Context: an optimization exercise on an open-source flow, tuned for small area. The choices shown serve that exercise and are no tape-out recipe. Function was checked by simulation only, so behaviour that the tests miss may differ from the original. Power is estimated from default activity; no workload was simulated.

[flow/run.sh]
#!/bin/bash
# synth_recipe.tcl (not shown) runs the flow's synth.tcl, then flattens the netlist and writes it again
# the make line also repeats each setting of config.mk as NAME=value (left out here)
make -C /OpenROAD-flow-scripts/flow DESIGN_CONFIG=/design/flow/config.mk WORK_HOME=/design/flow/orfs CLKGATE_MAP_FILE= SYNTH_SCRIPT=/design/flow/synth_recipe.tcl finish
[flow/config.mk]
export PLATFORM = sky130hd
export DESIGN_NAME = pll_d
export DESIGN_NICKNAME = pll_d
export VERILOG_FILES = /design/flow/design.v
export SDC_FILE = /design/flow/constraint.sdc
export NUM_CORES = 4
export LEC_CHECK = 0
export CAP_MARGIN = 20
export CORE_MARGIN = 2
export CORE_UTILIZATION = 75
export CTS_CLUSTER_DIAMETER = 150
export CTS_CLUSTER_SIZE = 30
export PLACE_DENSITY = 0.85
export SLEW_MARGIN = 20
[flow/constraint.sdc]
create_clock -name core_clock -period 6.0 [get_ports {Clock}]
set_input_delay 1.2000 -clock core_clock [delete_from_list [all_inputs] [get_ports {Clock}]]
set_output_delay 1.2000 -clock core_clock [all_outputs]
set_load 0.01 [all_outputs]
[flow/design.v]
module pfd (
	output logic first_second, timeout, ready, nz, measuring,
	output logic [16-1:0] counter_1, f_out, f_out_next,
	input f_1, f_2,
	input Clock, nReset
);
logic [16-1:0] f_count, tc;
logic state2, st1, st2;
wire both_low = ~f_1 & ~f_2;
wire entry    = ~st1 & ~st2 & (f_1 ^ f_2);
wire hit      = (tc == 16'h0001);
assign f_out_next = (state2 & ~f_1) ? f_count : f_out;
logic [16-1:0] f_count_inc, counter_1_inc;
always_comb
begin
	logic a, b;
	a = ~&f_count[16-1:1];
	b = f_1 & ~f_2 & ~st2;
	for(int i = 0; i < 16; i++)
	begin
		f_count_inc[i] = f_count[i] ^ a;
		a = a & f_count[i];
		counter_1_inc[i] = counter_1[i] ^ b;
		b = b & counter_1[i];
	end
end
always_ff @(posedge Clock, negedge nReset)
	if(~nReset)
	begin
		state2 <= 0;
		f_out <= 0;
		st1 <= 0;
		st2 <= 0;
		ready <= 0;
	end
	else
	begin
		if(~state2)
		begin
			if(f_1)
				state2 <= 1;
		end
		else if(~f_1)
			state2 <= 0;
		f_out <= f_out_next;
		if(st1)
		begin
			st1 <= ~hit & ~both_low;
			st2 <= hit;
			ready <= both_low;
		end
		else if(st2)
		begin
			if(both_low)
			begin
				st2 <= 0;
				ready <= 0;
			end
		end
		else if(f_1 ^ f_2)
		begin
			st1 <= 1;
			ready <= 0;
		end
	end
always_ff @(posedge Clock)
begin
	if(~state2)
		f_count <= 0;
	else
		f_count <= f_count_inc;
	if(entry)
	begin
		first_second <= f_2;
		counter_1 <= 0;
		nz <= 0;
	end
	else
	begin
		counter_1 <= counter_1_inc;
		if(st1 & (f_1 ^ f_2))
			nz <= 1;
	end
	if(st1)
		tc <= {~tc[0], tc[15], tc[14] ^ ~tc[0], tc[13] ^ ~tc[0], tc[12], tc[11] ^ ~tc[0], tc[10:1]};
	else
		tc <= 0;
end
assign timeout = st2;
assign measuring = st1;
endmodule
module freq_gen(
	output logic f_out,
	input first_second, timeout, ready, nz, measuring,
	input [16-1:0] diff_1, f_in, f_in_next,
	input Clock, nReset
	);
localparam LO = 8;
logic state, skip, dzero, fsd, c_lo;
logic [16-1:0] dcopy;
logic [16:0] counter;
wire use_d = state & ~dzero;
wire [16:0] x = {~fsd, dcopy ^ {16{~fsd}}} & {(16+1){use_d}};
wire cin = use_d & (skip ^ fsd);
wire [16-1:0] dcopy_next = measuring ? dcopy : diff_1;
wire fsd_next = measuring ? fsd : first_second;
wire skip_next = ready ? ~skip : skip;
logic c_lo_next;
always_comb
begin
	logic c;
	c = skip_next ^ fsd_next;
	for(int i = 0; i < LO; i++)
	begin
		logic b;
		b = dcopy_next[i] ^ ~fsd_next;
		c = (f_in_next[i] & b) | (f_in_next[i] & c) | (b & c);
	end
	c_lo_next = c;
end
logic [16:0] threshold, counter_inc;
logic ge;
always_comb
begin
	logic c, g, gt, ge1, ci;
	c = cin;
	g = 1;
	for(int i = 0; i < LO; i++)
	begin
		threshold[i] = f_in[i] ^ x[i] ^ c;
		c = (f_in[i] & x[i]) | (c & (f_in[i] ^ x[i]));
		g = (counter[i] & ~threshold[i]) | (counter[i] & g) | (~threshold[i] & g);
	end
	c = use_d & c_lo;
	gt = 0;
	ge1 = 1;
	for(int i = LO; i <= 16; i++)
	begin
		logic a;
		a = (i < 16) ? f_in[i] : 1'b0;
		threshold[i] = a ^ x[i] ^ c;
		c = (a & x[i]) | (c & (a ^ x[i]));
		gt = (counter[i] & ~threshold[i]) | (counter[i] & gt) | (~threshold[i] & gt);
		ge1 = (counter[i] & ~threshold[i]) | (counter[i] & ge1) | (~threshold[i] & ge1);
	end
	ge = g ? ge1 : gt;
	ci = 1;
	for(int i = 0; i <= 16; i++)
	begin
		counter_inc[i] = counter[i] ^ ci;
		ci = ci & counter[i];
	end
end
always_ff @(posedge Clock, negedge nReset)
	if(~nReset)
	begin
		counter <= 0;
		skip <= 0;
		dzero <= 1;
		state <= 0;
	end
	else
	begin
		skip <= skip_next;
		if(ready)
			dzero <= ~nz;
		else if(timeout)
			dzero <= 1;
		if(ge)
		begin
			counter <= 0;
			state <= ~state;
		end
		else
			counter <= counter_inc;
	end
always_ff @(posedge Clock)
begin
	dcopy <= dcopy_next;
	fsd <= fsd_next;
	c_lo <= c_lo_next;
end
assign f_out = ~state;
endmodule
module pll_d(
	output logic freq_synced,
	input freq_in,
	input Clock, nReset
	);
wire first_second, timeout, ready, nz, measuring;
wire [16-1:0] counter_1, f_out, f_out_next;
pfd p0(
	.first_second, .timeout, .ready, .nz, .measuring,
	.counter_1, .f_out, .f_out_next,
	.f_1(freq_in), .f_2(freq_synced),
	.Clock, .nReset
);
freq_gen f0(.f_out(freq_synced),
	.first_second, .timeout, .ready, .nz, .measuring,
	.diff_1(counter_1), .f_in(f_out), .f_in_next(f_out_next),
	.Clock, .nReset
	);
endmodule
==> flow_summary.ini, run 1 <==
[outcome]
status = complete, no violations

[setup_path]
worst-endpoint-arrival_ns = 5.96
critPathRequiredTime_ns = 6.30
path_class = reg -> reg
start_kind = flop
path_cells = inv_1 -> nor2_1 -> nand2_1 -> fa_1 -> inv_1 -> fa_1 -> inv_1 -> fa_1 -> inv_1 -> fa_1 -> fa_1 -> fa_1 -> fa_1 -> nor2b_1 -> a21oi_1 -> nor4b_2 -> o32ai_2 -> o211a_2 -> o31ai_4 -> a31oi_4 -> buf_4 -> a21boi_1
max_stage_delay_ns = 0.57
cp_num_buf_inv = 5
crit_fanout = 15
cpMostUsedCell = fa_1
end_kind = flop
cpLargestDelayFamily = adder cells
crit_path_top_delay_cell = fa_1

[pwr]
sw_frac_of_total_pct = 39.3
peakVddDrop_mv = 0.359
clockPowerShare_pct = 18.7
p_int_uw = 1450
powerDensity_nw_per_um2 = 410
p_leak_uw = 0.00280
p_seq_share_pct = 41.5
power_frac_comb_pct = 39.8
p_sw_uw = 936

[timing]
fin_worst_skew_ns = 0.0131
tightestPinTransition_ns = 1.01
maxSlewHeadroom_pct = 33.0
finalHoldViolations = 0
rsz0062_at_grt = false
finalCritPeriodShare_pct = 94.3
setup_tns_ns = 0
finalSetupViolCount = 0
slew_violations = 0
clock.fmax_ghz = 0.177
period_minus_slack_ns = 5.66

[detailed_routing]
wl_um = 10100
wl_per_cell_um = 17.1
wl_met3_um = 483
dr_total_vias = 3452
post_drt_via_cell_ratio = 5.84
drt_iter0_markers = 287
wl_met2_um = 5080
drt-met1-wl_um = 4250
postRouteAntennaNets = 0
routed.top_layer = met4
first_pass_iters = 4
drcViolationCount = 0

[grt]
antenna_found_initial = 0
grt_max_degree = 41
grt_pass1_vias = 3501
groute.usage.overall_pct = 27.8
overflow = 0
grt_pass1_wl_um = 16300

[synth]
synth_area_leader_cell = dfxtp_1
synth_edf_count = 9
synth_common_cells = dfxtp_1, ha_1, dfrtp_1, nor2_1, and2_1
synth_most_common_cell = dfxtp_1
ys_seq_area_share_pct = 45.1
synthCells = 480
synth_area_um2 = 5440
ys_seq_elements = 108
yosys.area.top_type_share_pct = 21.7
synth-async-reset-ratio_pct = 37.0
synthDistinctLibCells = 62
syn_nets = 545
yosys_warnings = 2
ys_top_cells_by_area = dfxtp_1, dfrtp_1, ha_1
synth_area_per_cell_um2 = 11.3
synthFlopType = dfxtp_1

[place]
gp_routability_congestion = 0.894
place_hpwl_um = 7710
port_buffers = 3

[flow_run]
drv_cap = 0

[cells_and_area]
nets = 552
fillers = 449
drive_above_1_share_pct = 13.0
area_delta_synth_final_pct = 6.62
antennaDiodeCount = 0
post-route-util_pct = 81.3

[cts]
clk_latency_ns = 0.38
clockBufferDepth = 2
cts_hold_buf = 0
clock_sink_count = 108
cts_tree = done
htreeDepth = 3
numCtsBuffers = 9
clk_transition_reported_paths_ns = 0.10
cts-root-buf = clkbuf_8

[die]
ios = 4
core_um2 = 7140
die_y_um = 89.2
fp.dieArea_um2 = 7950
rows = 31
fp.dieW_um = 89.2
start_util_pct = 76.2

[min_path]
hp-class = reg -> reg
[final timing paths]
kind,start,end,slack (ns),cells after the start
setup / recovery,f0.state,f0.counter[3],0.34,22
hold / removal,p0.nz,f0.dzero,0.44,1
setup reg to reg,f0.state,f0.counter[3],0.34,22
hold reg to reg,p0.nz,f0.dzero,0.44,1
max in group asynchronous,nReset,f0.state,4.41,1
min in group asynchronous,nReset,p0.f_out[9],0.95,1
[cells in the final DEF, fill, tap and decap left out, drive strengths merged, types with 2 or more instances in the layout]
cell	netlist	layout
nor3	5	5
clkdlybuf4s50	0	2
o221ai	2	2
a31oi	5	5
nand2	16	16
clkbuf	9	11
nor2b	23	23
dfxtp	59	59
nand3	5	5
nor4	7	7
a21boi	16	16
mux2i	9	9
clkinv	0	3
and2	30	30
o211a	2	2
maj3	6	6
nand2b	6	6
o22ai	4	4
dfrtp	39	39
buf	6	9
edfxtp	9	9
fa	15	15
nor4b	3	3
o31ai	3	3
mux2	20	20
a21oi	8	8
nor2	34	34
xor2	23	23
xnor2	10	10
o21ai	6	6
ha	47	47
nand4	8	8
inv	29	31
[cell type report]
type                       count  area (µm²)  area share, %
clock buffer                  11         153           2.63
clock inverter                 5        53.8          0.928
inverter                      29         109           1.88
multi-input combinational    328        2820           48.6
sequential                   108        2450           42.3
tap                           99         124           2.14
timing repair buffer          11        85.1           1.47
[sequential cells by signal, indices dropped and copies added, names as in the netlist]
register / cells
p0.ready: 1
f0.state: 1
p0.f_out: 16
p0.tc: 16
p0.st1: 1
p0.counter_1: 16
f0.c_lo: 1
p0.st2: 1
f0.fsd: 1
f0.dcopy: 16
p0.state2: 1
p0.f_count: 16
f0.dzero: 1
f0.skip: 1
p0.nz: 1
p0.first_second: 1
f0.counter: 17
[timing repair]
item                                    in CTS  in global routing
setup buffers                                0                  3
endpoints found under the setup margin      10                 17
pin swaps                                    0                  2
resized for setup                            1                  3
[cells by family (layout without fill, tap and decap cells)]
logic type / Yosys count / in the layout / synth area share (%)
multiplexers: 29 / 29 / 5.86
buffers and inverters: 44 / 56 / 3.33
AND/OR/NAND/NOR: 141 / 141 / 14.5
AO/OA/AOI/OAI: 57 / 57 / 8.33
XOR/XNOR: 33 / 33 / 5.31
flip-flops: 108 / 108 / 45.1
adder cells (fa/ha/maj): 68 / 68 / 17.5
[stage by stage]
| stage | cells | cell area (µm²) | total power (µW) | hold slack, ns | setup slack, ns |
|---|---|---|---|---|---|
| 3_5_place_dp | 572 | 5550 | 1880 | 0.419 | 0.000287 |
| 2_1_floorplan | 480 | 5440 | 1660 | 0.369 | 0.381 |
| 5_1_grt | 591 | 5800 | 2530 | 0.461 | 0.0450 |
| 4_1_cts | 588 | 5770 | 2330 | 0.436 | 0.0434 |
| 6_report | 591 | 5800 | 2380 | 0.439 | 0.339 |
| 3_3_place_gp | 572 | 5550 | 1830 | 0.417 | 0.239 |
[power groups by stage]
stage | clock network [µW] | logic (µW) | registers (µW)
CTS | 456 | 887 | 986
floorplan | 0 | 738 | 926
global placement | 0 | 837 | 995
finish | 446 | 947 | 988
detailed placement | 0 | 875 | 1000
global route | 486 | 1040 | 1010
[routing by layer]
layer  vias to the layer above  GRT usage [%]
met1                      1685           33.3
li1                       1663              -
met5                         -              0
met3                        28           8.40
met2                        76           46.7
met4                         0           11.7
==> run 2: changes to the inputs <==
--- a/flow/config.mk
+++ b/flow/config.mk
@@ -7,8 +7,5 @@
 export LEC_CHECK = 0
 export CAP_MARGIN = 20
 export CORE_MARGIN = 2
-export CORE_UTILIZATION = 75
-export CTS_CLUSTER_DIAMETER = 150
-export CTS_CLUSTER_SIZE = 30
-export PLACE_DENSITY = 0.85
+export CORE_UTILIZATION = 60
 export SLEW_MARGIN = 20
==> run 2 against run 1 <==
Cell count grew 1.2%. Area after synthesis unchanged. Clock-buffer cell count unchanged. Die area increased by 24%. Sequential cell count did not move. Clock skew rose by 0.0058 ns. Cell area fell by 0.73%. Clock power down 6.7%. Non-clock buffer count fell by 2. Synthesized cell count unchanged. Core utilization shrank 16 points. Sequential share of layout area up 0.29 points.
==> flow_summary.ini, run 2 <==
[outcome]
status = complete, no violations

[cts]
cts-resized-gates = 0
clk_transition_reported_paths_ns = 0.10
clk_latency_ns = 0.37
cts-root-buf = clkbuf_8
postCtsSetupBuffers = 0
numCtsBuffers = 9
cts_hold_buf = 0
htreeDepth = 3
clock_sink_count = 108
cts_tree = done
clockBufferDepth = 2

[grt]
grt_pass1_wl_um = 16600
groute.usage.overall_pct = 21.6
grt_pass1_vias = 3375
grt_max_degree = 41
overflow = 0
antenna_found_initial = 0

[timing]
tightestPinTransition_ns = 1.01
finalCritPeriodShare_pct = 93.4
rsz0062_at_grt = false
clock.fmax_ghz = 0.178
finalSetupViolCount = 0
period_minus_slack_ns = 5.60
setup_tns_ns = 0
fin_worst_skew_ns = 0.0189
slew_violations = 0
maxSlewHeadroom_pct = 32.9
finalHoldViolations = 0

[detailed_routing]
drcViolationCount = 0
postRouteAntennaNets = 0
post_drt_via_cell_ratio = 5.56
first_pass_iters = 4
wl_per_cell_um = 16.2
drt_iter0_markers = 131
dr_total_vias = 3324
wl_um = 9700

[min_path]
hp-class = reg -> reg
holdPathStages = 1

[synth]
synthFlopType = dfxtp_1
ys_seq_area_share_pct = 45.1
yosys.area.top_type_share_pct = 21.7
ys_seq_elements = 108
syn_nets = 545
synthDistinctLibCells = 62
synth_area_um2 = 5440
synth_area_per_cell_um2 = 11.3
synthCells = 480
synth_common_cells = dfxtp_1, ha_1, dfrtp_1, nor2_1, and2_1
synth-async-reset-ratio_pct = 37.0
synth_edf_count = 9
ys_top_cells_by_area = dfxtp_1, dfrtp_1, ha_1
synth_area_leader_cell = dfxtp_1
synth_most_common_cell = dfxtp_1
yosys_warnings = 2

[die]
start_util_pct = 62.1
ios = 4
die_y_um = 99.2
core_um2 = 8760
fp.dieArea_um2 = 9840
fp.dieW_um = 99.2
rows = 34

[place]
port_buffers = 3
place_hpwl_um = 7500
dp_cells = 582
postPlaceCellArea_um2 = 5570
gp_routability_congestion = 0.865

[cells_and_area]
nets = 550
layout_commonest_cell = dfxtp_1
largest_reg_flops = 17
regMostFlops = f0.counter
finalInstanceArea_um2 = 5760
fin_cells = 598
drive_above_1_share_pct = 12.0
final_cell_mix = dfxtp_1, ha_1, dfrtp_1
antennaDiodeCount = 0
fillers = 719
area_delta_synth_final_pct = 5.84

[flow_run]
drv_cap = 0

[setup_path]
cpMostUsedCell = fa_1
critPathRequiredTime_ns = 6.21
path_class = reg -> reg
end_kind = flop
crit_path_top_delay_cell = dfstp_2
rr_worst_depth = 20
path_cells = nor2_1 -> nand2_1 -> fa_1 -> inv_1 -> fa_1 -> inv_1 -> fa_1 -> inv_1 -> fa_1 -> fa_1 -> fa_1 -> fa_1 -> nor2b_1 -> a21oi_1 -> nor4b_2 -> o32ai_2 -> nor4_4 -> o21ai_1 -> a31oi_4 -> mux2i_1
crit_fanout = 17
start_kind = flop
worst-endpoint-arrival_ns = 5.81
max_stage_delay_ns = 0.56

[pwr]
p_leak_uw = 0.00278
powerDensity_nw_per_um2 = 395
peakVddDrop_mv = 0.286
==> run 2: cell counts after synthesis <==
Identical to the previous run, type by type.
==> run 2: final timing paths <==
path | start | to | slack, ns
worst max register to register | f0.dzero | f0.counter[16] | 0.40
worst max-delay path | f0.dzero | f0.counter[16] | 0.40
min in group asynchronous | nReset | p0.f_out[10] | 0.96
max in group asynchronous | nReset | f0.counter[14] | 4.45
worst min register to register | p0.nz | f0.dzero | 0.43
worst min-delay path | p0.nz | f0.dzero | 0.43
==> run 2: metal layers <==
layer | GRT usage (%) | up-vias | wire, µm
met4 | 5.27 | 0 | 90
met3 | 4.64 | 7 | 275
met2 | 36.2 | 36 | 4720
met1 | 28.9 | 1619 | 4620
li1 | - | 1662 | -
met5 | 0 | - | 0
==> run 2: stage by stage <==
stage / setup WS, ns / hold WS [ns] / total power (µW) / utilization [%]
6_report: 0.397 / 0.425 / 2270 / 65.7
5_1_grt: 0.0213 / 0.442 / 2430 / 65.7
4_1_cts: 0.332 / 0.426 / 2300 / 65.7
3_5_place_dp: 0.383 / 0.400 / 1880 / 63.6
3_3_place_gp: 0.533 / 0.405 / 1850 / 63.6
2_1_floorplan: 0.381 / 0.369 / 1660 / -
==> run 2: critical path, delay by kind of cell, from the launching register on <==
family	cells	cell delay, ns
AO/OA/AOI/OAI	4	0.96
AND/OR/NAND/NOR	5	1.05
buffers and inverters	3	0.19
adder cells (fa/ha/maj)	7	2.54
flip-flops	1	0.56
multiplexers	1	0.16
==> run 2: cells by family after synthesis <==
| logic type | after synthesis | synth area share [%] |
|---|---|---|
| DFF | 108 | 45.1 |
| buffers and inverters | 44 | 3.33 |
| adders and majority gates | 68 | 17.5 |
| and+or+nand+nor | 141 | 14.5 |
| xor gates and xnor gates | 33 | 5.31 |
| AOI/OAI and AO/OA | 57 | 8.33 |
| muxes | 29 | 5.86 |
==> run 2: final cells by class <==
type | instances | area [µm²] | area share [%]
Clock buffer | 11 | 141 | 2.46
Sequential cell | 108 | 2450 | 42.6
Tap cell | 108 | 135 | 2.35
Timing Repair Buffer | 9 | 70.1 | 1.22
Multi-Input combinational cell | 328 | 2810 | 48.7
Clock inverter | 5 | 43.8 | 0.761
Inverter | 29 | 109 | 1.89
==> run 2: power breakdown <==
| group | leakage, µW | switching [µW] | internal, µW |
|---|---|---|---|
| Combinational | 0.00158 | 528 | 359 |
| Sequential | 0.00111 | 114 | 855 |
| Clock | 0.0000964 | 247 | 169 |
| Total | 0.00278 | 889 | 1380 |
==> run 3: changes to the inputs <==
--- a/flow/design.v
+++ b/flow/design.v
@@ -100,9 +100,9 @@
 logic [16-1:0] dcopy;
 logic [16:0] counter;
 wire use_d = state & ~dzero;
-wire [16:0] x = {~fsd, dcopy ^ {16{~fsd}}} & {(16+1){use_d}};
+wire [16:0] x = {~fsd, dcopy} & {(16+1){use_d}};
 wire cin = use_d & (skip ^ fsd);
-wire [16-1:0] dcopy_next = measuring ? dcopy : diff_1;
+wire [16-1:0] dcopy_next = measuring ? dcopy : diff_1 ^ {16{~first_second}};
 wire fsd_next = measuring ? fsd : first_second;
 wire skip_next = ready ? ~skip : skip;
 logic c_lo_next;
@@ -113,7 +113,7 @@
 	for(int i = 0; i < LO; i++)
 	begin
 		logic b;
-		b = dcopy_next[i] ^ ~fsd_next;
+		b = dcopy_next[i];
 		c = (f_in_next[i] & b) | (f_in_next[i] & c) | (b & c);
 	end
 	c_lo_next = c;
==> run 3 against run 2 <==
Critical path depth fell by 1. Clock-buffer cell count fell by 2. Area after synthesis is 5.1% lower. Synthesized cell count down 3.3%. Hold slack better by 0.0043 ns. Fmax decreased by 0.31%. Global-route usage is 0.95 points lower. Sequential cell count unchanged. Still clean on timing, DRC and antenna. Largest power group unchanged.
==> flow_summary.ini, run 3 <==
[outcome]
status = complete, no violations

[detailed_routing]
wl_per_cell_um = 15.4
drcViolationCount = 0
drt_iter0_markers = 96
post_drt_via_cell_ratio = 5.42
postRouteAntennaNets = 0
dr_total_vias = 3145
wl_um = 8930
first_pass_iters = 4

[cts]
clk_transition_reported_paths_ns = 0.10
numCtsBuffers = 9
cts-resized-gates = 0
cts_tree = done
clock_sink_count = 108
cts_hold_buf = 0
htreeDepth = 3
postCtsSetupBuffers = 0
clockBufferDepth = 2
clk_latency_ns = 0.37
cts-root-buf = clkbuf_8

[timing]
rsz0062_at_grt = false
setup_ws_ns = 0.380
finalCritPeriodShare_pct = 93.7
slew_violations = 0
fin_worst_skew_ns = 0.0102
tightestPinTransition_ns = 0.930
finalSetupViolCount = 0
period_minus_slack_ns = 5.62
clock.fmax_ghz = 0.178
setup_tns_ns = 0
maxSlewHeadroom_pct = 38.0
hold_ws_ns = 0.429
finalHoldViolations = 0

[setup_path]
crit_fanout = 8
worst-endpoint-arrival_ns = 5.88
crit_start = f0.state
path_cells = nor2b_1 -> nand2_1 -> fa_1 -> fa_1 -> fa_1 -> fa_1 -> fa_1 -> inv_1 -> fa_1 -> inv_1 -> fa_1 -> inv_1 -> fa_1 -> maj3_1 -> nor3_1 -> o31ai_1 -> o21ai_1 -> buf_4 -> a21boi_1
start_kind = flop
cpMostUsedCell = fa_1
path_class = reg -> reg
crit_path_top_delay_cell = fa_1
critPathRequiredTime_ns = 6.26
regToRegStartpoint = f0.state
max_stage_delay_ns = 0.46
end_kind = flop

[grt]
grt_pass1_vias = 3168
grt_pass1_wl_um = 15500
groute.usage.overall_pct = 20.7
antenna_found_initial = 0
overflow = 0
grt_max_degree = 41

[pwr]
peakVddDrop_mv = 0.290
powerDensity_nw_per_um2 = 387
power_frac_comb_pct = 33.3
p_seq_share_pct = 47.1
p_leak_uw = 0.00256
clockPowerShare_pct = 19.5
power_uw = 2120
p_int_uw = 1350
sw_frac_of_total_pct = 36.3
p_sw_uw = 768

[synth]
ys_top_cells_by_area = dfxtp_1, dfrtp_1, ha_1
ys_seq_elements = 108
synth_area_per_cell_um2 = 11.1
synth_edf_count = 9
synthDistinctLibCells = 55
synth_area_leader_cell = dfxtp_1
synth-async-reset-ratio_pct = 37.0
synth_area_um2 = 5160
yosys_warnings = 2
syn_nets = 529
synth_common_cells = dfxtp_1, ha_1, dfrtp_1, nand2_1, and2_1
synthCells = 464
synthFlopType = dfxtp_1
synth_most_common_cell = dfxtp_1
ys_seq_area_share_pct = 47.5
yosys.area.top_type_share_pct = 22.9

[cells_and_area]
area_delta_synth_final_pct = 6.11
regArea_um2 = 2450
post-route-util_pct = 66.3
drive_above_1_share_pct = 7.79
regMostFlops = f0.counter
nets = 535
layout_commonest_cell = dfxtp_1
antennaDiodeCount = 0
multi_input_area_um2 = 2520
final_cell_mix = dfxtp_1, ha_1, dfrtp_1
fillers = 693
largest_reg_flops = 17

[die]
ios = 4
start_util_pct = 62.5
rows = 33
fp.dieW_um = 96.7
die_y_um = 96.7
core_um2 = 8260
fp.dieArea_um2 = 9360

[place]
place_hpwl_um = 6780
port_buffers = 3
place_ws_ns = 0.422
gp_routability_congestion = 0.853

[flow_run]
drv_cap = 0

[min_path]
min_from = p0.nz
hp-class = reg -> reg
==> run 3: cell types whose count changed after synthesis, sizes merged, moves of 4 or more <==
cell / before / now
nand4: 8 / 4
nand2: 16 / 36
and2: 30 / 34
o21ai: 6 / 24
mux2: 20 / 5
xor2: 23 / 15
mux2i: 9 / 3
nor2: 34 / 10
nor3: 5 / 9
==> run 3: critical path: cells and delay by family, from the launching register on <==
kind / cells / cell delay [ns]
AO/OA/AOI/OAI: 3 / 0.44
flip-flops: 1 / 0.38
adder cells (fa/ha/maj): 9 / 3.47
AND/OR/NAND/NOR: 3 / 0.83
buffers and inverters: 4 / 0.41
==> run 3: final cells by class <==
cell class / count / share of cell area [%]
inverters: 32 / 2.19
well taps: 105 / 2.40
repair buffers: 9 / 1.28
clock buffers: 9 / 2.26
flip-flops and latches: 108 / 44.8
clock inverters: 7 / 1.05
multi-input cells: 310 / 46.0
==> run 3: cell families after synthesis <==
| group | after synthesis | share of synthesized area [%] |
|---|---|---|
| multiplexers | 8 | 1.75 |
| flip-flops | 108 | 47.5 |
| XOR/XNOR | 28 | 4.75 |
| AO/OA/AOI/OAI | 77 | 10.3 |
| AND/OR/NAND/NOR | 127 | 13.2 |
| buffers and inverters | 46 | 3.68 |
| adder cells (fa/ha/maj) | 70 | 18.9 |
==> run 3: layer usage <==
metal | track usage, % | up-vias | wire length, µm
met1 | 30.1 | 1503 | 4490
met5 | 0 | - | 0
met3 | 3.11 | 14 | 215
li1 | - | 1590 | -
met4 | 7.26 | 0 | 159
met2 | 31.6 | 38 | 4070
==> run 3: power groups by stage <==
stage               Sequential (µW)  Combinational (µW)  Clock [µW]
floorplan                       952                 568           0
global placement               1010                 694           0
detailed placement             1010                 709           0
CTS                            1000                 714         427
global route                   1020                 794         459
finish                          999                 706         414
==> run 3: per-stage QoR <==
step / area, µm² / instances
after global placement: 5290 / 564
final: 5480 / 580
after global routing: 5480 / 580
after floorplan: 5160 / 464
after detailed placement: 5290 / 564
after CTS: 5470 / 580
==> run 3: path summary, 6_finish.rpt <==
check | end | slack [ns] | cells past startpoint
worst min register to register | f0.dzero | 0.43 | 1
max in group asynchronous | p0.st1 | 4.46 | 1
worst max register to register | f0.counter[15] | 0.38 | 19
min in group asynchronous | f0.counter[10] | 0.97 | 1
worst min-delay path | f0.dzero | 0.43 | 1
worst max-delay path | f0.counter[15] | 0.38 | 19
==> run 4: changes to the inputs <==
--- a/flow/design.v
+++ b/flow/design.v
@@ -13,14 +13,16 @@
 logic [16-1:0] f_count_inc, counter_1_inc;
 always_comb
 begin
-	logic a, b;
-	a = ~&f_count[16-1:1];
-	b = f_1 & ~f_2 & ~st2;
+	logic a, b, ea, eb;
+	ea = ~&f_count[16-1:1];
+	eb = f_1 & ~f_2 & ~st2;
+	a = 1;
+	b = 1;
 	for(int i = 0; i < 16; i++)
 	begin
-		f_count_inc[i] = f_count[i] ^ a;
+		f_count_inc[i] = f_count[i] ^ (ea & a);
 		a = a & f_count[i];
-		counter_1_inc[i] = counter_1[i] ^ b;
+		counter_1_inc[i] = counter_1[i] ^ (eb & b);
 		b = b & counter_1[i];
 	end
 end
@@ -154,7 +156,6 @@
 always_ff @(posedge Clock, negedge nReset)
 	if(~nReset)
 	begin
-		counter <= 0;
 		skip <= 0;
 		dzero <= 1;
 		state <= 0;
@@ -167,15 +168,11 @@
 		else if(timeout)
 			dzero <= 1;
 		if(ge)
-		begin
-			counter <= 0;
 			state <= ~state;
-		end
-		else
-			counter <= counter_inc;
 	end
 always_ff @(posedge Clock)
 begin
+	counter <= ge ? '0 : counter_inc;
 	dcopy <= dcopy_next;
 	fsd <= fsd_next;
 	c_lo <= c_lo_next;
==> flow/flow/run.sh (new file) <==
#!/bin/bash
# The standard layout, with clock tree synthesis told not to add dummy loads
# (cells that only balance the clock tree's load and drive nothing).
set -euo pipefail
export CTS_ARGS="-sink_clustering_enable -repair_clock_nets -dont_use_dummy_load"
bash standard.sh > standard.log 2>&1
==> flow/standard.sh (new file) <==
#!/bin/bash
# synth_recipe.tcl (not shown) runs the flow's synth.tcl, then flattens the netlist and writes it again
# the make line also repeats each setting of config.mk as NAME=value (left out here)
make -C /OpenROAD-flow-scripts/flow DESIGN_CONFIG=/design/flow/config.mk WORK_HOME=/design/flow/orfs CLKGATE_MAP_FILE= SYNTH_SCRIPT=/design/flow/synth_recipe.tcl "${@:-finish}"
removed: flow/run.sh
==> run 4 against run 3 <==
Area after synthesis shrank 2.7%. Critical endpoint is now f0.counter[15]. Non-clock buffer count down 3. Register-to-register slack got worse by 0.02 ns. First-iteration DRC count grew 20%. Combinational power decreased by 9.9%. Clock-buffer cell count unchanged. Global-route usage shrank 0.080 points. Cell area shrank 3.9%. Hold slack better by 0.029 ns. Core utilization fell by 1.9 points. Clock skew grew 0.025 ns. Largest power group unchanged.
==> flow_summary.ini, run 4 <==
[outcome]
status = complete, no violations

[place]
port_buffers = 3
dp_cells = 584
place_hpwl_um = 6360
gp_routability_congestion = 0.759
postPlaceCellArea_um2 = 5140

[synth]
ys_seq_area_share_pct = 47.2
yosys_warnings = 2
synthDistinctLibCells = 47
synthCells = 485
synth_edf_count = 9
ys_top_cells_by_area = dfxtp_1, dfrtp_1, and2_1
synthFlopType = dfxtp_1
ys_seq_elements = 108
synth_most_common_cell = dfxtp_1
synth-async-reset-ratio_pct = 21.3
synth_area_per_cell_um2 = 10.4
synth_area_leader_cell = dfxtp_1
yosys.area.top_type_share_pct = 30.3
synth_common_cells = dfxtp_1, and2_1, nand2_1, inv_1
synth_area_um2 = 5020
syn_nets = 522

[detailed_routing]
dr_total_vias = 3088
drcViolationCount = 0
drt_iter0_markers = 115
first_pass_iters = 4
wl_um = 8410
postRouteAntennaNets = 0
post_drt_via_cell_ratio = 5.21
wl_per_cell_um = 14.2

[setup_path]
path_class = reg -> reg
max_stage_delay_ns = 0.45
crit_path_top_delay_cell = fa_1
end_kind = flop
worst-endpoint-arrival_ns = 5.87
cp_num_cells = 20
regToRegStartpoint = f0.state
crit_fanout = 18
crit_start = f0.state
cp_num_buf_inv = 4
cpMostUsedCell = fa_1
critPathRequiredTime_ns = 6.23
rr_worst_depth = 20
start_kind = flop
cpLargestDelayFamily = adder cells
path_cells = inv_1 -> nor2_2 -> nand2_1 -> fa_1 -> fa_1 -> fa_1 -> fa_1 -> fa_1 -> inv_1 -> fa_1 -> inv_1 -> fa_1 -> inv_1 -> fa_1 -> nand2b_1 -> maj3_1 -> and4_1 -> a21oi_1 -> mux2i_4 -> and2_1

[timing]
slew_violations = 0
clock.fmax_ghz = 0.177
finalCritPeriodShare_pct = 94.0
hold_ws_ns = 0.458
setup_tns_ns = 0
finalHoldViolations = 0
rsz0062_at_grt = false
tightestPinTransition_ns = 0.869
period_minus_slack_ns = 5.64
fin_worst_skew_ns = 0.0354
finalSetupViolCount = 0
maxSlewHeadroom_pct = 42.1

[cells_and_area]
regArea_um2 = 2370
multi_input_area_um2 = 2440
fin_cells = 593
layout_commonest_cell = dfxtp_1
drive_above_1_share_pct = 5.74
area_delta_synth_final_pct = 4.78
final_cell_mix = dfxtp_1, and2_1, nand2_1
finalInstanceArea_um2 = 5260
antennaDiodeCount = 0
fillers = 713
post-route-util_pct = 64.4
largest_reg_flops = 17
regMostFlops = f0.counter
nets = 527

[cts]
cts-root-buf = clkbuf_8
htreeDepth = 3
cts_tree = done
clock_sink_count = 108
clk_transition_reported_paths_ns = 0.07
clockBufferDepth = 2
postCtsSetupBuffers = 0
numCtsBuffers = 9
clk_latency_ns = 0.37

[die]
fp.dieArea_um2 = 9120
fp.dieW_um = 95.5
die_y_um = 95.5
ios = 4
start_util_pct = 61.4
rows = 33
core_um2 = 8180

[grt]
antenna_found_initial = 0
overflow = 0
grtUsageMet1_pct = 28.2
grt-busiest-layer = met2
grt_pass1_wl_um = 14300
grt_util_met2_pct = 33.3
use_met3_pct = 4.51
grt_pass1_vias = 2997
grt_max_degree = 24
groute.usage.overall_pct = 20.6

[pwr]
p_leak_uw = 0.00227
peakVddDrop_mv = 0.230
powerDensity_nw_per_um2 = 378

[flow_run]
drv_cap = 0

[min_path]
hp-class = reg -> reg
min_from = f0.counter[0]
holdPathStages = 1
-- run 4: changes by cell type after synthesis, moves of 13 or more --
cell	delta
xnor2_1	+14
nor2_1	+18
ha_1	-28
dfrtp_1	-17
and2_1	+14
xor2_1	+13
a21boi_1	-16
dfxtp_1	+17
-- run 4: what timing repair did --
item | CTS | global route
hold buffers | 0 | 0
endpoints found under the setup margin | 0 | 1
gates resized for setup | 0 | 1
-- run 4: where the power goes --
part	internal [µW]	switching (µW)
sequential	889	124
combinational	295	342
clock	135	208
-- run 4: final cells by class --
class | instances | area share [%]
Multi-Input combinational cell | 324 | 46.3
Sequential cell | 108 | 45.0
Inverter | 41 | 2.92
Tap cell | 105 | 2.50
Clock buffer | 9 | 2.35
Timing Repair Buffer | 6 | 0.903
-- run 4: logic make-up after synthesis --
kind of cell / share of synthesized area, %
and+or+nand+nor: 17.0
DFF: 47.2
xor gates and xnor gates: 9.59
buffers and inverters: 4.36
adders and majority gates: 12.6
AOI/OAI and AO/OA: 5.21
muxes: 4.04
-- run 4: worst paths after layout --
| kind | slack [ns] | endpoint |
|---|---|---|
| setup / recovery | 0.36 | f0.counter[15] |
| hold / removal | 0.46 | f0.counter[0] |
| setup reg to reg | 0.36 | f0.counter[15] |
| hold reg to reg | 0.46 | f0.counter[0] |
| max in group asynchronous | 4.75 | p0.f_out[8] |
| min in group asynchronous | 0.82 | p0.st1 |
-- run 4: metal layers --
metal | routed length (µm) | up-vias
li1 | - | 1580
met1 | 4210 | 1462
met2 | 3860 | 37
met3 | 220 | 9
met4 | 114 | 0
met5 | 0 | -
-- run 4: per-stage QoR --
| stage | worst slack (ns) | total power [µW] |
|---|---|---|
| 6_report | 0.360 | 1990 |
| 3_3_place_gp | 0.477 | 1650 |
| 4_1_cts | 0.312 | 2010 |
| 3_5_place_dp | 0.338 | 1670 |
| 2_1_floorplan | 0.138 | 1520 |
| 5_1_grt | 0.0750 | 2140 |
-- run 4: worst register-to-register path: cells and delay by family (launching register included) --
family                   cells  cell delay, ns
AND/OR/NAND/NOR              5            0.84
multiplexers                 1            0.22
buffers and inverters        4            0.33
adder cells (fa/ha/maj)      9            3.48
AO/OA/AOI/OAI                1            0.25
flip-flops                   1            0.43
==> run 5: changes to the inputs <==
--- a/flow/config.mk
+++ b/flow/config.mk
@@ -7,5 +7,6 @@
 export LEC_CHECK = 0
 export CAP_MARGIN = 20
 export CORE_MARGIN = 2
-export CORE_UTILIZATION = 60
+export CORE_UTILIZATION = 80
+export PLACE_DENSITY = 0.9
 export SLEW_MARGIN = 20
==> run 5 against run 4 <==
Clock skew shrank 0.0024 ns. Cell area is 0.86% lower. Setup slack got worse by 0.13 ns. Core utilization is 23 points higher. First-iteration DRC count grew to 2.5 times the previous value.
==> flow_summary.ini, run 5 <==
[outcome]
status = complete, no violations

[synth]
ys_seq_elements = 108
synthDistinctLibCells = 47
synth-compound-area-share_pct = 5.21
synth_edf_count = 9
synth-async-reset-ratio_pct = 21.3
yosys_warnings = 2
synth_most_common_cell = dfxtp_1
synth_area_um2 = 5020
syn_nets = 522
ys_top_cells_by_area = dfxtp_1, dfrtp_1, and2_1
ys_seq_area_share_pct = 47.2
synth_common_cells = dfxtp_1, and2_1, nand2_1, inv_1
synth-xor-area-share_pct = 9.59
synth_area_leader_cell = dfxtp_1
yosys.area.top_type_share_pct = 30.3
synthFlopType = dfxtp_1
synth_top_family_by_area = simple AND/OR/NAND/NOR gates
synthCells = 485
synthAdderAreaFrac_pct = 12.6
synth_simple_gate_area_share_pct = 17.0
synth_area_per_cell_um2 = 10.4
synth_mux_area_share_pct = 4.04

[detailed_routing]
drt_iter0_markers = 288
post_drt_via_cell_ratio = 5.75
wl_um = 8900
dr_total_vias = 3231
postRouteAntennaNets = 0
first_pass_iters = 5
wl_per_cell_um = 15.8
drcViolationCount = 0

[grt]
antenna_found_initial = 0
grt_max_degree = 24
grt_pass1_vias = 3303
groute.usage.overall_pct = 27.9
grt_pass1_wl_um = 15500
overflow = 0

[cells_and_area]
largest_reg_flops = 17
final_cell_mix = dfxtp_1, and2_1, nand2_1
nets = 526
antennaDiodeCount = 0
layout_commonest_cell = dfxtp_1
fillers = 302
finalInstanceArea_um2 = 5220
area_delta_synth_final_pct = 3.89
regMostFlops = f0.counter
drive_above_1_share_pct = 5.54

[pwr]
peakVddDrop_mv = 0.372
power_frac_comb_pct = 31.9
powerDensity_nw_per_um2 = 386
p_sw_uw = 701
sw_frac_of_total_pct = 34.8
p_leak_uw = 0.00227
p_int_uw = 1320
p_seq_share_pct = 51.0
clockPowerShare_pct = 17.1

[cts]
postCtsSetupBuffers = 0
clk_transition_reported_paths_ns = 0.08
clockBufferDepth = 2
clock_sink_count = 108
htreeDepth = 3
numCtsBuffers = 9
cts_hold_buf = 0
cts-resized-gates = 0
clk_latency_ns = 0.37
cts-root-buf = clkbuf_8
cts_tree = done

[setup_path]
crit_fanout = 18
max_stage_delay_ns = 0.46
critPathRequiredTime_ns = 6.23
crit_path_top_delay_cell = fa_1
end_kind = flop
path_class = reg -> reg
cpLargestDelayFamily = adder cells
path_cells = inv_1 -> nor2_1 -> nand2_1 -> fa_1 -> fa_1 -> fa_1 -> fa_1 -> fa_1 -> inv_1 -> fa_1 -> inv_1 -> fa_1 -> inv_1 -> fa_1 -> nand2b_1 -> maj3_1 -> and4_1 -> a21oi_1 -> mux2i_4 -> and2_1
start_kind = flop
worst-endpoint-arrival_ns = 6.00
cpMostUsedCell = fa_1
rr_worst_depth = 20
cp_num_buf_inv = 4
cp_num_cells = 20

[timing]
maxSlewHeadroom_pct = 41.5
hold_ws_ns = 0.424
slew_violations = 0
clock.fmax_ghz = 0.173
period_minus_slack_ns = 5.77
setup_tns_ns = 0
finalSetupViolCount = 0
rsz0062_at_grt = false
finalHoldViolations = 0
finalCritPeriodShare_pct = 96.2
fin_worst_skew_ns = 0.0330
tightestPinTransition_ns = 0.877

[min_path]
hp-class = reg -> reg
holdPathStages = 1

[place]
place_hpwl_um = 6670
postPlaceCellArea_um2 = 5100
port_buffers = 3
gp_routability_congestion = 0.901

[die]
ios = 4
core_um2 = 5990
rows = 28
fp.dieArea_um2 = 6930
fp.dieW_um = 83.2
die_y_um = 83.2
start_util_pct = 83.8

[flow_run]
drv_cap = 0
## run 5: per-stage QoR
| step | setup WS (ns) | utilization, % | instances | power [µW] |
|---|---|---|---|---|
| after floorplan | 0.138 | - | 485 | 1520 |
| after global placement | 0.472 | 85.1 | 553 | 1640 |
| after detailed placement | 0.280 | 85.1 | 553 | 1680 |
| after CTS | 0.257 | 87.1 | 562 | 2020 |
| after global routing | 0.0140 | 87.1 | 562 | 2150 |
| final | 0.226 | 87.1 | 562 | 2020 |
## run 5: path summary, 6_finish.rpt
path / slack (ns) / startpoint / end
max: 0.23 / f0.state / f0.counter[4]
min: 0.42 / p0.nz / f0.dzero
max reg2reg: 0.23 / f0.state / f0.counter[4]
min reg2reg: 0.42 / p0.nz / f0.dzero
max in group asynchronous: 4.80 / nReset / f0.state
min in group asynchronous: 0.81 / nReset / p0.state2
## run 5: metal layers
metal	global-route usage, %	part of all wire [%]	vias to the layer above
met5	0	0	-
met4	8.05	2.3	0
met3	6.16	4.1	17
met2	46.9	49	75
met1	36.5	45	1558
li1	-	-	1581
## run 5: power by group through the flow
stage	combinational (µW)	clock, µW	sequential, µW
detailed placement	637	0	1040
global route	722	380	1050
global placement	606	0	1030
CTS	640	351	1020
floorplan	555	0	964
finish	642	345	1030
## run 5: logic make-up after synthesis
family	after synthesis
AND/OR/NAND/NOR	166
flip-flops	108
XOR/XNOR	55
buffers and inverters	53
adder cells (fa/ha/maj)	43
AO/OA/AOI/OAI	42
multiplexers	18
## run 5: layout make-up
type / instances / area, µm² / share of cell area [%]
Inverter: 41 / 154 / 2.95
Timing Repair Buffer: 5 / 40.0 / 0.767
Multi-Input combinational cell: 324 / 2440 / 46.7
Clock buffer: 9 / 124 / 2.37
Sequential cell: 108 / 2370 / 45.4
Tap cell: 75 / 93.8 / 1.80
==> run 6: changes to the inputs <==
--- a/flow/config.mk
+++ b/flow/config.mk
@@ -7,6 +7,6 @@
 export LEC_CHECK = 0
 export CAP_MARGIN = 20
 export CORE_MARGIN = 2
-export CORE_UTILIZATION = 80
-export PLACE_DENSITY = 0.9
+export CORE_UTILIZATION = 70
+export PLACE_DENSITY = 0.8
 export SLEW_MARGIN = 20
==> run 6 against run 5 <==
Via count fell by 2.7%. Register-to-register slack gained 0.23 ns. Setup slack improved by 0.23 ns. Largest power group unchanged. Synthesized cell count is the same. Power decreased by 0.50%. Still clean on timing, DRC and antenna.
==> flow_summary.ini, run 6 <==
[synth]
ys_top_cells_by_area = dfxtp_1, dfrtp_1, and2_1
synthFlopType = dfxtp_1
synth_edf_count = 9
ys_seq_area_share_pct = 47.2
yosys.area.top_type_share_pct = 30.3
yosys_warnings = 2
synthDistinctLibCells = 47
synthCells = 485
synth-async-reset-ratio_pct = 21.3
synth_area_leader_cell = dfxtp_1
synth_area_um2 = 5020
synth_common_cells = dfxtp_1, and2_1, nand2_1, inv_1
synth_area_per_cell_um2 = 10.4
ys_seq_elements = 108
synth_most_common_cell = dfxtp_1
syn_nets = 522

[cts]
clock_sink_count = 108
cts_tree = done
clockBufferDepth = 2
htreeDepth = 3
cts-root-buf = clkbuf_8
postCtsSetupBuffers = 0
numCtsBuffers = 9
clk_latency_ns = 0.37
clk_transition_reported_paths_ns = 0.09
cts_hold_buf = 0
cts-resized-gates = 0

[cells_and_area]
area_delta_synth_final_pct = 4.71
drive_above_1_share_pct = 5.93
final_cell_mix = dfxtp_1, and2_1, nand2_1
fillers = 493
largest_reg_flops = 17
antennaDiodeCount = 0
regMostFlops = f0.counter
nets = 528
post-route-util_pct = 76.6
layout_commonest_cell = dfxtp_1

[setup_path]
end_kind = flop
crit_fanout = 18
critPathRequiredTime_ns = 6.24
worst-endpoint-arrival_ns = 5.78
path_class = reg -> reg
start_kind = flop

[grt]
groute.usage.overall_pct = 23.5
grt_max_degree = 24
overflow = 0
grt_pass1_wl_um = 14000
grt_pass1_vias = 2986
antenna_found_initial = 0

[detailed_routing]
postRouteAntennaNets = 0
post_drt_via_cell_ratio = 5.38
drcViolationCount = 0
drt_iter0_markers = 141
dr_total_vias = 3145
wl_um = 8390
first_pass_iters = 6
wl_per_cell_um = 14.3

[timing]
rsz0062_at_grt = false
clock.fmax_ghz = 0.180
finalHoldViolations = 0
slew_violations = 0
finalSetupViolCount = 0
maxSlewHeadroom_pct = 38.0
tightestPinTransition_ns = 0.930
setup_tns_ns = 0
finalCritPeriodShare_pct = 92.4
fin_worst_skew_ns = 0.0422
period_minus_slack_ns = 5.55

[pwr]
power_uw = 2010
powerDensity_nw_per_um2 = 382
peakVddDrop_mv = 0.246
p_leak_uw = 0.00228

[flow_run]
drv_cap = 0

[min_path]
hp-class = reg -> reg

[die]
ios = 4
start_util_pct = 73.1
die_y_um = 88.7
rows = 30
fp.dieArea_um2 = 7870
fp.dieW_um = 88.7
core_um2 = 6870

[place]
port_buffers = 3
place_hpwl_um = 6270
gp_routability_congestion = 0.820

[outcome]
status = complete, no violations
==> run 6: cell counts after synthesis <==
Identical to the previous run, type by type.
==> run 6: area by class of cell <==
| type | count | area [µm²] | share of cell area (%) |
|---|---|---|---|
| Clock buffer | 9 | 124 | 2.36 |
| Timing Repair Buffer | 7 | 55.1 | 1.05 |
| Sequential cell | 108 | 2370 | 45.0 |
| Multi-Input combinational cell | 324 | 2440 | 46.3 |
| Tap cell | 96 | 120 | 2.28 |
| Inverter | 41 | 154 | 2.93 |
==> run 6: metrics by stage <==
stage          std cells  instance area, µm²  hold WS [ns]  worst slack [ns]
2_1_floorplan        485                5020         0.369             0.138
5_1_grt              585                5260         0.433             0.157
4_1_cts              585                5260         0.426             0.393
3_3_place_gp         576                5140         0.391             0.587
6_report             585                5260         0.427             0.455
3_5_place_dp         576                5140         0.408             0.398
==> run 6: logic make-up after synthesis <==
kind of cell | synth area share (%)
fa+ha+maj | 12.6
flops | 47.2
buf+inv | 4.36
mux | 4.04
compound gates | 5.21
xor+xnor | 9.59
simple gates | 17.0
==> run 6: worst max-delay path: stages, from the launching register on <==
cell,delay [ns]
dfrtp_1,0.35
inv_1,0.06
nor2_1,0.22
nand2_1,0.13
fa_1,0.45
fa_1,0.43
fa_1,0.43
fa_1,0.42
fa_1,0.40
inv_1,0.09
fa_1,0.16
inv_1,0.05
fa_1,0.38
inv_1,0.08
fa_1,0.42
nand2b_1,0.16
maj3_1,0.36
and4_1,0.21
a21oi_1,0.23
mux2i_4,0.20
and2_1,0.21
==> run 6: metal layers <==
layer	routed length (µm)	track usage, %	up-vias
met2	3900	37.0	44
li1	-	-	1587
met3	297	6.44	13
met5	0	0	-
met4	122	5.51	0
met1	4070	32.8	1501
==> run 6: final timing paths <==
path / from / endpoint / slack (ns) / cells past startpoint
max: f0.state / f0.counter[11] / 0.45 / 20
min: p0.nz / f0.dzero / 0.43 / 1
max reg2reg: f0.state / f0.counter[11] / 0.45 / 20
min reg2reg: p0.nz / f0.dzero / 0.43 / 1
max in group asynchronous: nReset / f0.state / 4.77 / 1
min in group asynchronous: nReset / p0.st2 / 0.81 / 1
==> run 6: where the power goes <==
group,internal (µW),switching (µW)
Clock,135,208
Sequential,888,124
Combinational,297,353
==> run 7: changes to the inputs <==
==> flow/flow/run.sh (replaced) <==
#!/bin/bash
# The standard layout, with clock tree synthesis told not to add dummy loads
# (cells that only balance the clock tree's load and drive nothing) and to
# use larger sink clusters.
set -euo pipefail
export CTS_ARGS="-sink_clustering_enable -repair_clock_nets -dont_use_dummy_load -sink_clustering_size 60 -sink_clustering_max_diameter 300 -buf_list sky130_fd_sc_hd__clkbuf_16 -root_buf sky130_fd_sc_hd__clkbuf_16"
bash standard.sh > standard.log 2>&1
--- a/flow/config.mk
+++ b/flow/config.mk
@@ -7,6 +7,5 @@
 export LEC_CHECK = 0
 export CAP_MARGIN = 20
 export CORE_MARGIN = 2
-export CORE_UTILIZATION = 70
-export PLACE_DENSITY = 0.8
+export CORE_UTILIZATION = 60
 export SLEW_MARGIN = 20
==> run 7 against run 6 <==
Sequential power is essentially flat. Non-clock buffer count decreased by 1. Die area increased by 16%. Sequential share of layout area down 0.88 points. Synthesized cell count did not move. Cell count increased by 1.4%. Via count shrank 1.6%. Fmax is 2.3% lower. Core utilization shrank 11 points. Setup slack lost 0.13 ns. Combinational power fell by 2%. Critical endpoint is now f0.counter[15]. Largest cell class unchanged. Largest power group unchanged.
==> flow_summary.ini, run 7 <==
[detailed_routing]
dr_total_vias = 3095
post_drt_via_cell_ratio = 5.22
drt_iter0_markers = 90
wl_um = 8530
postRouteAntennaNets = 0
drcViolationCount = 0
wl_per_cell_um = 14.4
first_pass_iters = 4

[setup_path]
crit_fanout = 18
cpMostUsedCell = fa_1
critPathRequiredTime_ns = 6.21
start_kind = flop
path_class = reg -> reg
path_cells = inv_1 -> nor2_2 -> nand2_1 -> fa_1 -> fa_1 -> fa_1 -> fa_1 -> fa_1 -> inv_1 -> fa_1 -> inv_1 -> fa_1 -> inv_1 -> fa_1 -> nand2b_1 -> maj3_1 -> and4_1 -> a21oi_1 -> mux2i_4 -> and2_1
end_kind = flop
worst-endpoint-arrival_ns = 5.89
crit_path_top_delay_cell = fa_1
rr_worst_depth = 20
max_stage_delay_ns = 0.45

[synth]
synth_area_per_cell_um2 = 10.4
synth_edf_count = 9
yosys.area.top_type_share_pct = 30.3
synth_common_cells = dfxtp_1, and2_1, nand2_1, inv_1
synth_area_um2 = 5020
ys_seq_elements = 108
synthDistinctLibCells = 47
syn_nets = 522
synth_most_common_cell = dfxtp_1
synth-async-reset-ratio_pct = 21.3
synth_area_leader_cell = dfxtp_1
ys_top_cells_by_area = dfxtp_1, dfrtp_1, and2_1
synthCells = 485
synthFlopType = dfxtp_1
yosys_warnings = 2
ys_seq_area_share_pct = 47.2

[die]
fp.dieArea_um2 = 9120
fp.dieW_um = 95.5
die_y_um = 95.5
ios = 4
rows = 33
core_um2 = 8180
start_util_pct = 61.4

[timing]
tightestPinTransition_ns = 0.849
maxSlewHeadroom_pct = 43.4
slew_violations = 0
rsz0062_at_grt = false
fin_worst_skew_ns = 0.0237
setup_tns_ns = 0
finalCritPeriodShare_pct = 94.6
clock.fmax_ghz = 0.176
period_minus_slack_ns = 5.68
finalHoldViolations = 0
finalSetupViolCount = 0

[cts]
htreeDepth = 3
postCtsSetupBuffers = 0
clock_sink_count = 108
cts-resized-gates = 0
clockBufferDepth = 2
clk_transition_reported_paths_ns = 0.08
numCtsBuffers = 9
clk_latency_ns = 0.34
cts_hold_buf = 0
cts_tree = done
cts-root-buf = clkbuf_16

[flow_run]
drv_cap = 0

[place]
port_buffers = 3
place_hpwl_um = 6360
gp_routability_congestion = 0.759

[grt]
grt_pass1_wl_um = 14500
antenna_found_initial = 0
overflow = 0
groute.usage.overall_pct = 21.1
grt_max_degree = 24
grt_pass1_vias = 3007

[cells_and_area]
layout_commonest_cell = dfxtp_1
largest_reg_flops = 17
area_delta_synth_final_pct = 6.80
regMostFlops = f0.counter
drive_above_1_share_pct = 5.74
nets = 527
antennaDiodeCount = 0
final_cell_mix = dfxtp_1, and2_1, nand2_1

[pwr]
p_leak_uw = 0.00232
peakVddDrop_mv = 0.307
powerDensity_nw_per_um2 = 400
power_uw = 2140

[min_path]
hp-class = reg -> reg
holdPathStages = 1

[outcome]
status = complete, no violations
run 7: cells by family (layout without fill, tap and decap cells):
group | Yosys count | in the layout | synth area share (%)
xor gates and xnor gates | 55 | 55 | 9.59
adders and majority gates | 43 | 43 | 12.6
DFF | 108 | 108 | 47.2
and+or+nand+nor | 166 | 166 | 17.0
AOI/OAI and AO/OA | 42 | 42 | 5.21
muxes | 18 | 18 | 4.04
buffers and inverters | 53 | 56 | 4.36
run 7: critical path: cells and delay by family (launching register included):
family                   cells  cell delay [ns]
AO/OA/AOI/OAI                1             0.25
adder cells (fa/ha/maj)      9             3.48
buffers and inverters        4             0.34
flip-flops                   1             0.43
multiplexers                 1             0.22
AND/OR/NAND/NOR              5             0.86
run 7: layout make-up:
cell class | count | area, µm²
Inverter | 41 | 154
Clock buffer | 9 | 225
Multi-Input combinational cell | 324 | 2440
Sequential cell | 108 | 2370
Fill cell | 687 | 2810
Tap cell | 105 | 131
Timing Repair Buffer | 6 | 47.5
run 7: metrics by stage:
| step | setup slack [ns] | utilization (%) | area [µm²] | std cells | hold slack, ns |
|---|---|---|---|---|---|
| 2_1_floorplan | 0.138 | - | 5020 | 485 | 0.369 |
| 3_5_place_dp | 0.338 | 62.8 | 5140 | 584 | 0.418 |
| 5_1_grt | 0.0611 | 65.6 | 5360 | 593 | 0.479 |
| 4_1_cts | 0.285 | 65.6 | 5360 | 593 | 0.446 |
| 6_report | 0.322 | 65.6 | 5360 | 593 | 0.443 |
| 3_3_place_gp | 0.477 | 62.9 | 5140 | 584 | 0.406 |
run 7: power by group:
part	switching (µW)	total (µW)	internal, µW
sequential	124	1010	890
clock	227	492	265
combinational	343	638	295
run 7: layer usage:
metal	up-vias	track usage (%)	part of all wire, %
met3	6	4.98	1.8
met5	-	0	0
met4	0	6.19	1.4
met1	1485	28.6	50
met2	22	33.9	47
li1	1582	-	-
run 7: path summary, 6_finish.rpt:
path / start / endpoint / slack (ns)
worst max register to register: f0.state / f0.counter[15] / 0.32
worst max-delay path: f0.state / f0.counter[15] / 0.32
worst min-delay path: p0.nz / f0.dzero / 0.44
min in group asynchronous: nReset / p0.st1 / 0.85
worst min register to register: p0.nz / f0.dzero / 0.44
max in group asynchronous: nReset / f0.state / 4.74
==> run 8: changes to the inputs <==
==> flow/flow/run.sh (replaced) <==
#!/bin/bash
# The standard layout, with clock tree synthesis told not to add dummy loads
# (cells that only balance the clock tree's load and drive nothing) and to
# use larger sink clusters.
set -euo pipefail
export CTS_ARGS="-sink_clustering_enable -repair_clock_nets -dont_use_dummy_load -sink_clustering_size 30 -sink_clustering_max_diameter 200 -buf_list sky130_fd_sc_hd__clkbuf_8"
bash standard.sh > standard.log 2>&1
==> run 8 against run 7 <==
Still clean. Critical path depth did not move. Register-to-register slack improved by 0.04 ns. Sequential power barely moved. Clock power fell by about 30%. Synthesized cell count did not move. Setup slack improved by 0.038 ns. Clock-buffer cell count did not move. Global-route usage fell by 0.51 points. Cell count did not move. Sequential cell count did not move. Highest routed layer unchanged.
==> flow_summary.ini, run 8 <==
[cells_and_area]
fillers = 713
finalInstanceArea_um2 = 5260
final_cell_mix = dfxtp_1, and2_1, nand2_1
area_delta_synth_final_pct = 4.78
nets = 527
antennaDiodeCount = 0
regMostFlops = f0.counter
drive_above_1_share_pct = 5.74
layout_commonest_cell = dfxtp_1
largest_reg_flops = 17

[cts]
htreeDepth = 3
cts_hold_buf = 0
clock_sink_count = 108
clockBufferDepth = 2
numCtsBuffers = 9
postCtsSetupBuffers = 0
clk_latency_ns = 0.37
clk_transition_reported_paths_ns = 0.07
cts-root-buf = clkbuf_8
cts_tree = done

[die]
start_util_pct = 61.4
fp.dieArea_um2 = 9120
core_um2 = 8180
die_y_um = 95.5
rows = 33
fp.dieW_um = 95.5
ios = 4

[timing]
setup_tns_ns = 0
fin_worst_skew_ns = 0.0354
rsz0062_at_grt = false
slew_violations = 0
maxSlewHeadroom_pct = 42.1
finalSetupViolCount = 0
period_minus_slack_ns = 5.64
setup_ws_ns = 0.360
finalCritPeriodShare_pct = 94.0
tightestPinTransition_ns = 0.869
finalHoldViolations = 0
clock.fmax_ghz = 0.177

[pwr]
p_leak_uw = 0.00227
p_int_uw = 1320
sw_frac_of_total_pct = 33.8
power_uw = 1990
power_frac_comb_pct = 31.9
peakVddDrop_mv = 0.230
powerDensity_nw_per_um2 = 378
p_sw_uw = 673
p_seq_share_pct = 50.8
clockPowerShare_pct = 17.2

[place]
place_ws_ns = 0.338
postPlaceCellArea_um2 = 5140
place_hpwl_um = 6360
port_buffers = 3
gp_routability_congestion = 0.759

[setup_path]
max_stage_delay_ns = 0.45
path_class = reg -> reg
path_cells = inv_1 -> nor2_2 -> nand2_1 -> fa_1 -> fa_1 -> fa_1 -> fa_1 -> fa_1 -> inv_1 -> fa_1 -> inv_1 -> fa_1 -> inv_1 -> fa_1 -> nand2b_1 -> maj3_1 -> and4_1 -> a21oi_1 -> mux2i_4 -> and2_1
critPathRequiredTime_ns = 6.23
worst-endpoint-arrival_ns = 5.87
rr_worst_depth = 20
r2r_slack_ns = 0.36
crit_fanout = 18
start_kind = flop
cpMostUsedCell = fa_1
crit_end = f0.counter[15]
crit_start = f0.state
end_kind = flop
timing.rr.end = f0.counter[15]
regToRegStartpoint = f0.state
crit_path_top_delay_cell = fa_1

[grt]
grt_max_degree = 24
grt_pass1_vias = 2997
grt_pass1_wl_um = 14300
overflow = 0
groute.usage.overall_pct = 20.6
antenna_found_initial = 0

[detailed_routing]
postRouteAntennaNets = 0
wl_um = 8410
dr_total_vias = 3088
drcViolationCount = 0
first_pass_iters = 4
drt_iter0_markers = 115
post_drt_via_cell_ratio = 5.21
wl_per_cell_um = 14.2

[synth]
synth_area_per_cell_um2 = 10.4
synth_area_um2 = 5020
synth-async-reset-ratio_pct = 21.3
synthDistinctLibCells = 47
ys_top_cells_by_area = dfxtp_1, dfrtp_1, and2_1
syn_nets = 522
yosys.area.top_type_share_pct = 30.3
synth_common_cells = dfxtp_1, and2_1, nand2_1, inv_1
synth_most_common_cell = dfxtp_1
synth_edf_count = 9
synthCells = 485
synth_area_leader_cell = dfxtp_1
ys_seq_elements = 108
ys_seq_area_share_pct = 47.2
synthFlopType = dfxtp_1
yosys_warnings = 2

[outcome]
status = complete, no violations

[flow_run]
drv_cap = 0

[min_path]
hp-class = reg -> reg
-- run 8: cell counts after synthesis --
No cell type changed its count.
-- run 8: kinds of logic after synthesis --
family | Yosys count | share of synthesized area, %
AO/OA/AOI/OAI | 42 | 5.21
AND/OR/NAND/NOR | 166 | 17.0
flip-flops | 108 | 47.2
adder cells (fa/ha/maj) | 43 | 12.6
XOR/XNOR | 55 | 9.59
multiplexers | 18 | 4.04
buffers and inverters | 53 | 4.36
-- run 8: worst min-delay path by stage --
stage	startpoint	end	slack (ns)	cells after the start
2_1_floorplan	p0.nz	f0.dzero	0.37	1
3_3_place_gp	p0.nz	f0.dzero	0.41	1
3_5_place_dp	p0.nz	f0.dzero	0.42	1
4_1_cts	f0.counter[0]	f0.counter[0]	0.46	1
5_1_grt	p0.nz	f0.dzero	0.49	1
6_report	f0.counter[0]	f0.counter[0]	0.46	1
-- run 8: what timing repair did --
action / CTS / global route
hold endpoints to repair: 0 / 0
resized for setup: 0 / 1
endpoints found under the setup margin: 0 / 1
-- run 8: layout make-up --
class / instances / area, µm² / area share [%]
multi-input cells: 324 / 2440 / 46.3
clock buffers: 9 / 124 / 2.35
flip-flops and latches: 108 / 2370 / 45.0
inverters: 41 / 154 / 2.92
well taps: 105 / 131 / 2.50
repair buffers: 6 / 47.5 / 0.903
-- run 8: per-stage QoR --
| stage | instances | util (%) | hold slack, ns |
|---|---|---|---|
| after global placement | 584 | 62.9 | 0.406 |
| final | 593 | 64.4 | 0.458 |
| after detailed placement | 584 | 62.8 | 0.418 |
| after global routing | 593 | 64.4 | 0.485 |
| after floorplan | 485 | - | 0.369 |
| after CTS | 593 | 64.3 | 0.460 |
-- run 8: power groups by stage --
stage               logic, µW  registers [µW]  clock network (µW)
floorplan                 555             964                   0
global placement          626            1030                   0
detailed placement        640            1030                   0
CTS                       642            1010                 360
global route              719            1030                 387
finish                    636            1010                 343
-- run 8: per-layer routing --
metal  global-route usage [%]  part of all wire, %  vias to the layer above
met4                     5.48                  1.4                        0
met1                     28.2                   50                     1462
met3                     4.51                  2.6                        9
li1                         -                    -                     1580
met5                        0                    0                        -
met2                     33.3                   46                       37
-- run 8: critical path: cells and delay by family, from the launching register on --
| kind | cells | cell delay (ns) |
|---|---|---|
| flip-flops | 1 | 0.43 |
| AO/OA/AOI/OAI | 1 | 0.25 |
| buffers and inverters | 4 | 0.33 |
| multiplexers | 1 | 0.22 |
| AND/OR/NAND/NOR | 5 | 0.84 |
| adder cells (fa/ha/maj) | 9 | 3.48 |
==> run 9: changes to the inputs <==
==> flow/run.sh (new file) <==
#!/bin/bash
# synth_recipe.tcl (not shown) runs the flow's synth.tcl, then flattens the netlist and writes it again
# the make line also repeats each setting of config.mk as NAME=value (left out here)
make -C /OpenROAD-flow-scripts/flow DESIGN_CONFIG=/design/flow/config.mk WORK_HOME=/design/flow/orfs CLKGATE_MAP_FILE= SYNTH_SCRIPT=/design/flow/synth_recipe.tcl finish
removed: flow/flow/run.sh
removed: flow/standard.sh
==> run 9 against run 8 <==
Power up 4.8%. Synthesized cell count stayed put. First-iteration DRC count decreased by 7.8%. Register-to-register slack hardly changed. Die area stayed put. Critical path depth unchanged. Routed wire length up 0.77%. Sequential power about the same. Global-route usage increased by 0.28 points. Clock skew is 0.022 ns lower. Combinational power hardly changed. Cell area up 1.4%.
==> flow_summary.ini, run 9 <==
[cells_and_area]
regArea_um2 = 2370
area_delta_synth_final_pct = 6.25
fillers = 711
antennaDiodeCount = 0
post-route-util_pct = 65.3
multi_input_area_um2 = 2440
final_cell_mix = dfxtp_1, and2_1, nand2_1
drive_above_1_share_pct = 7.07
regMostFlops = f0.counter
nets = 527
layout_commonest_cell = dfxtp_1

[die]
fp.dieW_um = 95.5
ios = 4

[synth]
synth_area_per_cell_um2 = 10.4
syn_nets = 522
synth_edf_count = 9
synth-xor-area-share_pct = 9.59
synth-async-reset-ratio_pct = 21.3
synthDistinctLibCells = 47
synth_most_common_cell = dfxtp_1
ys_seq_area_share_pct = 47.2
synth_mux_area_share_pct = 4.04
synth_simple_gate_area_share_pct = 17.0
ys_top_cells_by_area = dfxtp_1, dfrtp_1, and2_1
synth_common_cells = dfxtp_1, and2_1, nand2_1, inv_1
synthFlopType = dfxtp_1
ys_seq_elements = 108
synth_top_family_by_area = simple AND/OR/NAND/NOR gates
synth_area_leader_cell = dfxtp_1
yosys_warnings = 2

[place]
place_hpwl_um = 6360
gp_routability_congestion = 0.759
port_buffers = 3

[outcome]
status = complete, no violations

[cts]
postCtsSetupBuffers = 0
clk_latency_ns = 0.38
cts_tree = done
cts_hold_buf = 0
numCtsBuffers = 9
clk_transition_reported_paths_ns = 0.11
clock_sink_count = 108
clockBufferDepth = 2

[setup_path]
cpMostUsedCell = fa_1
crit_path_top_delay_cell = fa_1
end_kind = flop
start_kind = flop
path_class = reg -> reg
critPathRequiredTime_ns = 6.27
rr_worst_depth = 20
worst-endpoint-arrival_ns = 5.90
max_stage_delay_ns = 0.45
path_cells = inv_1 -> nor2_2 -> nand2_1 -> fa_1 -> fa_1 -> fa_1 -> fa_1 -> fa_1 -> inv_1 -> fa_1 -> inv_1 -> fa_1 -> inv_1 -> fa_1 -> nand2b_1 -> maj3_1 -> and4_1 -> a21oi_1 -> mux2i_4 -> and2_1
crit_fanout = 18

[detailed_routing]
wl_per_cell_um = 14.1
drcViolationCount = 0
dr_total_vias = 3097
post_drt_via_cell_ratio = 5.16
drt_iter0_markers = 106
postRouteAntennaNets = 0

[grt]
grt_pass1_vias = 3020
antenna_found_initial = 0
overflow = 0
grt_pass1_wl_um = 14400
groute.usage.overall_pct = 20.9

[timing]
fin_worst_skew_ns = 0.0136
finalHoldViolations = 0
slew_violations = 0
rsz0062_at_grt = false

[pwr]
p_leak_uw = 0.00231
powerDensity_nw_per_um2 = 391
peakVddDrop_mv = 0.230
==> run 9: final timing paths <==
check | start | endpoint | slack, ns
worst max-delay path | f0.state | f0.counter[15] | 0.37
worst min-delay path | p0.nz | f0.dzero | 0.44
worst max register to register | f0.state | f0.counter[15] | 0.37
worst min register to register | p0.nz | f0.dzero | 0.44
max in group asynchronous | nReset | f0.state | 4.80
min in group asynchronous | nReset | p0.st1 | 0.81
==> run 9: logic make-up (layout without fill, tap and decap cells) <==
logic type                 count (synthesis)  count (layout)
xor gates and xnor gates                  55              55
AOI/OAI and AO/OA                         42              42
DFF                                      108             108
muxes                                     18              18
adders and majority gates                 43              43
buffers and inverters                     53              63
and+or+nand+nor                          166             166
==> run 9: power breakdown <==
group	switching [µW]	internal [µW]	total, µW
registers	124	888	1010
clock network	271	166	436
logic	344	295	639
total	739	1350	2090
==> run 9: metrics by stage <==
stage          hold WS [ns]  instances  worst slack, ns  cell area, µm²  total power, µW
2_1_floorplan         0.369        485            0.138            5020             1520
3_3_place_gp          0.406        584            0.477            5140             1650
3_5_place_dp          0.418        584            0.338            5140             1670
4_1_cts               0.441        600            0.311            5330             2110
5_1_grt               0.466        600           0.0736            5340             2240
6_report              0.438        600            0.366            5340             2090
==> run 9: layout make-up <==
class,instances,area share (%)
well taps,105,2.46
clock buffers,9,2.32
inverters,41,2.88
multi-input cells,324,45.7
repair buffers,6,0.891
flip-flops and latches,108,44.4
clock inverters,7,1.38
==> run 9: layer usage <==
layer	vias up	wire length [µm]	GRT usage, %
met4	0	129	6.19
met3	13	197	4.74
met5	-	0	0
li1	1591	-	-
met1	1466	4220	28.2
met2	27	3920	33.7
==> run 9: worst max-delay path, delay by kind of cell, from the launching register on <==
family | cells | cell delay, ns
multiplexers | 1 | 0.22
AO/OA/AOI/OAI | 1 | 0.25
AND/OR/NAND/NOR | 5 | 0.84
flip-flops | 1 | 0.44
buffers and inverters | 4 | 0.33
adder cells (fa/ha/maj) | 9 | 3.48

Setup slack of run 9, layout unchanged: 0.366 ns with ideal ports, 0.366 ns with driving cells assumed (clock clkbuf_16, inputs buf_2), 0.366 ns with port delays also shifted by the 0.403 ns mid clock arrival.
